What follows belongs to an exercise in optimizing a design on an open flow for small area; a production flow would make more cautious choices.
Function was checked by simulation only, so behaviour that the tests miss may differ from the original.
Power figures rest on the tool's default switching activity, not on a simulated workload.

Setup of job 2693:
## system_bus
module system_bus
	#(parameter DATA_WIDTH = 8,
	parameter ADDR_WIDTH = 14,
	parameter NO_OF_MASTER = 4,
	parameter NO_OF_SLAVE = 8,
	parameter [NO_OF_SLAVE*ADDR_WIDTH-1:0] SLAVE_BASE_ADDR = {14'd10, 14'd20, 14'd30, 14'd40, 14'd50, 14'd60, 14'd70, 14'd80},
	parameter [NO_OF_SLAVE*ADDR_WIDTH-1:0] SLAVE_END_ADDR = {14'd19, 14'd29, 14'd39, 14'd49, 14'd59, 14'd69, 14'd79, 14'd89}
	)
	(
	input clk,
	input reset_n,
	input [ADDR_WIDTH*NO_OF_MASTER-1:0]  addr_avm,
	output [DATA_WIDTH*NO_OF_MASTER-1:0]  readdata_avm,
	input [DATA_WIDTH*NO_OF_MASTER-1:0]  writedata_avm,
	input [NO_OF_MASTER-1:0]  readen_avm,
	input [NO_OF_MASTER-1:0]  writeen_avm,
	output [NO_OF_MASTER-1:0]  readvalid_avm,
	output [NO_OF_MASTER-1:0]  writevalid_avm,
	input [NO_OF_MASTER-1:0]  waitrequest_avm,
	input [4*NO_OF_MASTER-1:0] priority_no,
	output [ADDR_WIDTH*NO_OF_SLAVE-1:0]  addr_avs,
	input [DATA_WIDTH*NO_OF_SLAVE-1:0]  readdata_avs,
	output [DATA_WIDTH*NO_OF_SLAVE-1:0]  writedata_avs,
	output [NO_OF_SLAVE-1:0]  readen_avs,
	output [NO_OF_SLAVE-1:0]  writeen_avs,
	input [NO_OF_SLAVE-1:0]  readvalid_avs,
	input [NO_OF_SLAVE-1:0]  writevalid_avs,
	output reg [NO_OF_SLAVE-1:0]  waitrequest_avs
	);
Size in the first run: about 2300 cells after synthesis, ~490 flip-flops, roughly 440 I/O pins.
Settings: LEC_CHECK=0, CAP_MARGIN=20, CORE_MARGIN=2, CORE_UTILIZATION=40, PLACE_DENSITY=0.6, SLEW_MARGIN=20; clock period 7.0 ns.
standard.sh (not shown) runs the stock make flow with config.mk's settings and CLKGATE_MAP_FILE= SYNTH_SCRIPT=/design/flow/synth_recipe.tcl, a recipe that flattens the netlist after the stock synthesis.
==> flow/flow/run.sh <==
#!/bin/bash
# Standard ORFS layout, with every port buffered by the smallest buffer
# (buf_1) instead of the default choice.
set -euo pipefail
export BUFFER_PORTS_ARGS="-buffer_cell sky130_fd_sc_hd__buf_1"
bash standard.sh > standard.log 2>&1
Inputs modified between job 2693 and job 5677:
==> flow/flow/run.sh <==
#!/bin/bash
# Standard ORFS layout, with every port buffered by buf_1, a clock tree of
# clkbuf_4 without dummy loads, and power recovery after global routing.
set -euo pipefail
export BUFFER_PORTS_ARGS="-buffer_cell sky130_fd_sc_hd__buf_1"
export CTS_ARGS="-sink_clustering_enable -repair_clock_nets -dont_use_dummy_load -buf_list sky130_fd_sc_hd__clkbuf_4"
export RECOVER_POWER=100
bash standard.sh > standard.log 2>&1
- Number of non-clock buffers across job 5677 and job 2693: no real change.
- Final checks on job 5677, whose flow otherwise completed, came back failing, citing max-capacitance violations, max-slew violations.
- For job 2693, the timing endpoint of the critical path was mdm_m[2][0], unlike job 5677, where it was mdm_m[3][1].
- Delta (job 5677 minus job 2693): fraction of area in non-clock buffers held steady; clock-buffer cell count grew by 90%.

========
== P ==
system_bus, a different RTL version from the one above (not shown whole).
For scale: about 490 flip-flops, roughly 440 I/O pins, roughly 0.021 sq mm of cells after synthesis.
export LEC_CHECK = 0
export CAP_MARGIN = 20
export CORE_MARGIN = 2
export CORE_UTILIZATION = 40
export PLACE_DENSITY = 0.6
export SLEW_MARGIN = 20
create_clock -name core_clock -period 7.0 [get_ports {clk}]
==> flow/flow/run.sh <==
#!/bin/bash
# ORFS layout through the standard.sh, with three changes to how the
# layout is made:
#  - synthesis maps the logic with an area-oriented ABC script
#    (flow/abc_map.script) in place of ORFS's speed script; everything else
#    in synthesis, including flip-flop mapping, is ORFS's own;
#  - every port is buffered with buf_1 rather than the default buffer;
#  - the clock tree is built from clkbuf_2 without dummy loads.
set -euo pipefail
rm -rf scripts_local
cp -r "$FLOW_HOME/scripts" scripts_local
cp flow/abc_map.script scripts_local/abc_speed.script
export SCRIPTS_DIR="$PWD/scripts_local"
export BUFFER_PORTS_ARGS="-buffer_cell sky130_fd_sc_hd__buf_1"
export CTS_ARGS="-sink_clustering_enable -repair_clock_nets -dont_use_dummy_load -buf_list \"sky130_fd_sc_hd__clkbuf_2 sky130_fd_sc_hd__clkbuf_4\""
bash standard.sh > standard.log 2>&1
==> flow/flow/abc_map.script <==
&get -n
&st
&syn2
&dch -f
&nf -a -R 1000 -F 4 -A 4
&put
&get -n
&st
&syn2
&dch -f
&nf -a -R 1000 -F 4 -A 4
&put
P: full flow OK, the timing, design-rule and antenna checks passed
Inputs modified between P and Q:
-- flow/flow/run.sh --
<<< P, line 7
#  - every port is buffered with buf_1 rather than the default buffer;
#  - the clock tree is built from clkbuf_2 without dummy loads.
set -euo pipefail
>>> Q, line 7
#  - every port is buffered with buf_1 rather than the default buffer;
#  - the clock tree is built from clkbuf_4 without dummy loads.
set -euo pipefail
<<< P, line 14
export BUFFER_PORTS_ARGS="-buffer_cell sky130_fd_sc_hd__buf_1"
export CTS_ARGS="-sink_clustering_enable -repair_clock_nets -dont_use_dummy_load -buf_list \"sky130_fd_sc_hd__clkbuf_2 sky130_fd_sc_hd__clkbuf_4\""
bash standard.sh > standard.log 2>&1
>>> Q, line 14
export BUFFER_PORTS_ARGS="-buffer_cell sky130_fd_sc_hd__buf_1"
export CTS_ARGS="-sink_clustering_enable -repair_clock_nets -dont_use_dummy_load -buf_list sky130_fd_sc_hd__clkbuf_4"
bash standard.sh > standard.log 2>&1
==> flow/flow/abc_map.script <==
strash
dc2
dch -f
map -a
strash
dch -f
map -a
topo
## What came out
Q went all the way through synthesis, placement and routing and the layout is clean on timing, DRC and antenna. Of Q and P, Q shows the higher met3 wirelength from detailed routing, with P below it. P -> Q: non-clock buffer count decreased slightly. Diff P -> Q: share of total power in the clock network now smaller, proportion of cell area occupied by registers now smaller, routed wire length now larger.
[inputs] R vs Q
-- flow/flow/run.sh --
<<< Q, line 7
#  - every port is buffered with buf_1 rather than the default buffer;
#  - the clock tree is built from clkbuf_4 without dummy loads.
set -euo pipefail
>>> R, line 7
#  - every port is buffered with buf_1 rather than the default buffer;
#  - the clock tree is built from clkbuf_2 (clkbuf_8 at the root) without
#    dummy loads.
set -euo pipefail
<<< Q, line 14
export BUFFER_PORTS_ARGS="-buffer_cell sky130_fd_sc_hd__buf_1"
export CTS_ARGS="-sink_clustering_enable -repair_clock_nets -dont_use_dummy_load -buf_list sky130_fd_sc_hd__clkbuf_4"
bash standard.sh > standard.log 2>&1
>>> R, line 15
export BUFFER_PORTS_ARGS="-buffer_cell sky130_fd_sc_hd__buf_1"
export CTS_ARGS="-sink_clustering_enable -repair_clock_nets -dont_use_dummy_load -buf_list sky130_fd_sc_hd__clkbuf_2 -root_buf sky130_fd_sc_hd__clkbuf_8"
bash standard.sh > standard.log 2>&1
==> flow/flow/abc_map.script <==
&get -n
&st
&deepsyn -T 60
&dch -f
&nf -a -R 1000 -F 4 -A 4
&put
&get -n
&st
&syn2
&dch -f
&nf -a -R 1000 -F 4 -A 4
&put
### Flow results
R | stages: all done | timing, DRC, antenna: all pass. [compare] base=Q new=R: layout clock buffer count went down about 2.2%; portion of the clock cycle consumed by the worst path in the final layout went up 1.8 points; via count of the routed design went down about 12%. Diff Q -> R | final cell count | decrease of 13%. | maximum vdd ir drop | lower: Q |. Compared with Q, R improves worst max-slew margin expressed relative to the limit. Diff Q -> R | count of standard-cell rows | down by a few percent.
## Diff of input files: S against R
Settings: CAP_MARGIN now 5, was 20; SLEW_MARGIN now 5, was 20.
-- flow/flow/run.sh --
<<< R, line 7
#  - every port is buffered with buf_1 rather than the default buffer;
#  - the clock tree is built from clkbuf_2 (clkbuf_8 at the root) without
#    dummy loads.
set -euo pipefail
>>> S, line 7
#  - every port is buffered with buf_1 rather than the default buffer;
#  - the clock tree is built from clkbuf_2 without dummy loads.
set -euo pipefail
-- flow/flow/abc_map.script --
<<< R, line 2
&st
&deepsyn -T 60
&dch -f
>>> S, line 2
&st
&syn2
&dch -f
Results
R and S all finish clean. Non-clock buffer count (S over R): increase, about 3%. S ended up with addr_avm[7] as its launch point of the critical path; R ended up with addr_avm[32]. Of the two values seen for capturing element of the worst setup path, mdm_m[3][1]$_DFFE_PN0P_ was produced by R and mdm_m[1][0]$_DFFE_PN0P_ by S. [compare] base=R new=S: share of final layout cell area taken by non-clock buffers +0.29 points; fraction of met2 tracks used by global routing -3.1 points; final setup skew +0.032 ns.

[re-timing with driven ports]
How much do the figures lean on ideal ports? The routed layouts below were timed once more, with nothing changed but the port constraints.
Step 1, drivers: a clkbuf_16 drives clk and a buf_2 each remaining input, both assumed.
Step 2 moves the port delays by t, midway between the first and last clock arrival at a register: inputs arrive t later, outputs are due t later. That takes back most of the time a late clock gives input paths.
Slacks: ideal / step 1 / step 2; pairs: ideal / step 1.
run	shift t [ns]	slack for setup (ns)	hold WS [ns]
job 2693	0.672	2.005 / 2.041 / 1.369	0.372 / 0.372 / 0.372
job 5677	0.932	1.789 / 1.814 / 0.882	0.382 / 0.382 / 0.382
P	0.935	0.697 / 0.697 / -0.105	0.403 / 0.403 / 0.403
Q	0.954	0.880 / 0.911 / -0.043	0.371 / 0.371 / 0.371
R	0.784	0.752 / 0.758 / -0.027	0.367 / 0.367 / 0.367
S	0.791	0.645 / 0.676 / -0.115	0.365 / 0.365 / 0.365
Met with ideal ports but missed after step 2: setup timing in P, Q, R and S. For Q, which loses most, drivers alone change the setup slack by +0.031 ns; drivers and shift together by -0.923 ns.
